Source: an optimization exercise on an open RTL-to-GDS flow (aim: small area). Production flows keep margins and buffers that such runs may drop.
Only simulation tests tie the RTL to the original design; equivalence was not proved.
Power is estimated from default activity; no workload was simulated.

## oak
==> flow/design.v <==
module hex2seg (input [3:0] number, output [6:0] pattern);
    wire [3:0] n = number;
    assign pattern[6] = (n[0]&~n[1]&~n[2]&~n[3]) | (~n[0]&~n[1]&n[2]&~n[3]) | (n[0]&n[1]&~n[2]&n[3]) | (n[0]&~n[1]&n[2]&n[3]);
    assign pattern[5] = (n[0]&~n[1]&n[2]&~n[3]) | (~n[0]&n[1]&n[2]&~n[3]) | (n[0]&n[1]&~n[2]&n[3]) | (~n[0]&~n[1]&n[2]&n[3]) | (~n[0]&n[1]&n[2]&n[3]) | (n[0]&n[1]&n[2]&n[3]);
    assign pattern[4] = (~n[0]&n[1]&~n[2]&~n[3]) | (~n[0]&~n[1]&n[2]&n[3]) | (~n[0]&n[1]&n[2]&n[3]) | (n[0]&n[1]&n[2]&n[3]);
    assign pattern[3] = (n[0]&~n[1]&~n[2]&~n[3]) | (~n[0]&~n[1]&n[2]&~n[3]) | (n[0]&n[1]&n[2]&~n[3]) | (~n[0]&n[1]&~n[2]&n[3]) | (n[0]&n[1]&n[2]&n[3]);
    assign pattern[2] = (n[0]&~n[1]&~n[2]&~n[3]) | (n[0]&n[1]&~n[2]&~n[3]) | (~n[0]&~n[1]&n[2]&~n[3]) | (n[0]&~n[1]&n[2]&~n[3]) | (n[0]&n[1]&n[2]&~n[3]) | (n[0]&~n[1]&~n[2]&n[3]);
    assign pattern[1] = (n[0]&~n[1]&~n[2]&~n[3]) | (~n[0]&n[1]&~n[2]&~n[3]) | (n[0]&n[1]&~n[2]&~n[3]) | (n[0]&n[1]&n[2]&~n[3]) | (n[0]&~n[1]&n[2]&n[3]);
    assign pattern[0] = (~n[0]&~n[1]&~n[2]&~n[3]) | (n[0]&~n[1]&~n[2]&~n[3]) | (n[0]&n[1]&n[2]&~n[3]) | (~n[0]&~n[1]&n[2]&n[3]);
endmodule
module calculator (
    input         clk,       
    input         reset,     
    input         newkey,    
    input  [4:0]  keycode,   
    output [23:0] value,     
    output [7:0]  digit,     
    output [7:0]  segment    
);
    wire key_digit = newkey & keycode[4];
    wire key_eq    = newkey & (keycode == 5'h01);
    wire key_op    = newkey & ~keycode[4] & (keycode[3:0] != 4'h1);
    reg [23:0] X;        
    reg [23:0] Y;        
    reg [23:0] R;        
    reg        op_add;   
    reg        op_mul;   
    reg [2:0]  dcnt;     
    assign value = X;
    wire full = (dcnt == 3'd6);
    always @(posedge clk or posedge reset) begin
        if (reset)
            X <= 24'd0;
        else if (key_op)
            X <= 24'd0;
        else if (key_eq)
            X <= R;
        else if (key_digit & ~full)
            X <= {X[19:0], keycode[3:0]};
    end
    always @(posedge clk or posedge reset) begin
        if (reset)
            dcnt <= 3'd0;
        else if (key_eq)
            dcnt <= 3'd0;
        else if (key_digit & ~full)
            dcnt <= dcnt + 3'd1;
    end
    always @(posedge clk or posedge reset) begin
        if (reset) begin
            op_add <= 1'b0;
            op_mul <= 1'b0;
        end else if (key_op) begin
            op_add <= (keycode[3:0] == 4'hA);
            op_mul <= (keycode[3:0] == 4'h2);
        end
    end
    always @(posedge clk)
        if (key_op)
            Y <= X;
    reg  [4:0] step;
    reg        a_sh, a_hd, b_x, b_y;
    wire done  = step[4] & step[3];
    wire first = (step == 5'd0);
    wire [23:0] yrev;
    genvar gr;
    generate
        for (gr = 0; gr < 24; gr = gr + 1) begin : rev
            assign yrev[gr] = Y[23 - gr];
        end
    endgenerate
    wire ybit  = yrev[step];
    always @(posedge clk or posedge reset) begin
        if (reset)
            step <= 5'd0;
        else if (newkey)
            step <= 5'd0;
        else if (~done)
            step <= step + 5'd1;
    end
    always @(posedge clk) begin
        a_sh <= ~op_add & ~first & ~done;
        a_hd <= op_add ? ~first : done;
        b_x  <= op_add ? first : (~done & op_mul & ybit);
        b_y  <= op_add & (step == 5'd1);
    end
    wire [23:0] opa = ({24{a_sh}} & {R[22:0], 1'b0}) | ({24{a_hd}} & R);
    wire [23:0] opb = ({24{b_x}} & X) | ({24{b_y}} & Y);
    wire [23:0] sum;
    wire [24:0] cy;
    assign cy[0] = 1'b0;
    genvar gi;
    generate
        for (gi = 0; gi < 24; gi = gi + 1) begin : rca
            assign sum[gi]  = opa[gi] ^ opb[gi] ^ cy[gi];
            assign cy[gi+1] = (opa[gi] & opb[gi]) | (cy[gi] & (opa[gi] ^ opb[gi]));
        end
    endgenerate
    always @(posedge clk)
        R <= sum;
    localparam [10:0] DIV_RESET = 11'd298;
    localparam [10:0] DIV_TICK  = 11'd438;
    reg [10:0] div;
    reg [2:0]  dsel;     
    wire tick = (div == DIV_TICK);
    always @(posedge clk or posedge reset) begin
        if (reset)
            div <= DIV_RESET;
        else
            div <= {div[9:0], ~(div[10] ^ div[1] ^ tick)};
    end
    always @(posedge clk or posedge reset) begin
        if (reset)
            dsel <= 3'b000;
        else if (tick)
            dsel <= {dsel[1:0], ~dsel[2]};
    end
    reg [3:0] nib;
    reg [7:0] dig;
    always @* begin
        case (dsel)
            3'b000: begin dig = 8'b11111110; nib = X[3:0];   end
            3'b001: begin dig = 8'b11111101; nib = X[7:4];   end
            3'b011: begin dig = 8'b11111011; nib = X[11:8];  end
            3'b111: begin dig = 8'b11110111; nib = X[15:12]; end
            3'b110: begin dig = 8'b11101111; nib = X[19:16]; end
            3'b100: begin dig = 8'b11011111; nib = X[23:20]; end
            default: begin dig = 8'b11111111; nib = 4'h0; end
        endcase
    end
    assign digit = dig;
    wire [6:0] pattern;
    hex2seg h2s (.number(nib), .pattern(pattern));
    assign segment = {pattern, 1'b1};
endmodule
Settings: LEC_CHECK=0, CAP_MARGIN=20, CORE_MARGIN=2, CORE_UTILIZATION=40, CTS_BUF_LIST=sky130_fd_sc_hd__clkbuf_8, SLEW_MARGIN=20; clock period 10.0 ns.
standard.sh (not shown) runs the stock make flow with config.mk's settings and CLKGATE_MAP_FILE= SYNTH_SCRIPT=/design/flow/synth_recipe.tcl, a recipe that flattens the netlist after the stock synthesis.
==> flow/flow/run.sh <==
#!/bin/bash
cp standard.sh standard_copy.log
export BUFFER_PORTS_ARGS="-buffer_cell sky130_fd_sc_hd__buf_1"
bash standard.sh > standard.log 2>&1
oak reached the end of the flow, and the finished layout is clean on the timing, DRC and antenna checks.
For pine, these inputs were changed with respect to oak:
Settings: clearing CTS_BUF_LIST, which used to be sky130_fd_sc_hd__clkbuf_8.
==> flow/run.sh (new file) <==
#!/bin/bash
# synth_recipe.tcl (not shown) runs the flow's synth.tcl, then flattens the netlist and writes it again
# the make line also repeats each setting of config.mk as NAME=value (left out here)
make -C /OpenROAD-flow-scripts/flow DESIGN_CONFIG=/design/flow/config.mk WORK_HOME=/design/flow/orfs CLKGATE_MAP_FILE= SYNTH_SCRIPT=/design/flow/synth_recipe.tcl finish
removed: flow/flow/run.sh
removed: flow/standard.sh
==> run notes <==
- Compared to oak, the router laid down more metal wire for pine.
- oak → pine: final worst setup slack higher; fraction of power consumed by sequential logic lower.

[static timing again, ports no longer ideal]
Ports are ideal in the flow. The routed layouts listed here were re-timed in OpenROAD.
Step 1 assumes that a clkbuf_16 drives the clock port and a buf_2 every other input.
Step 2 adds t to the input delays and takes it off the output delays; t is the mean of the earliest and latest rising clock arrival at the registers after step 1. Input paths then give back, and output paths get back, about the clock's delay inside the block.
Three values: ideal ports, drivers, drivers and shift; two values: the first two.
run	shift t [ns]	slack for setup (ns)	worst slew at a driven data input, ns
oak	0.401	0.248 / 0.248 / 0.248	0.03
pine	0.389	0.284 / 0.284 / 0.284	0.04
After both steps setup and hold are still met in every run listed.
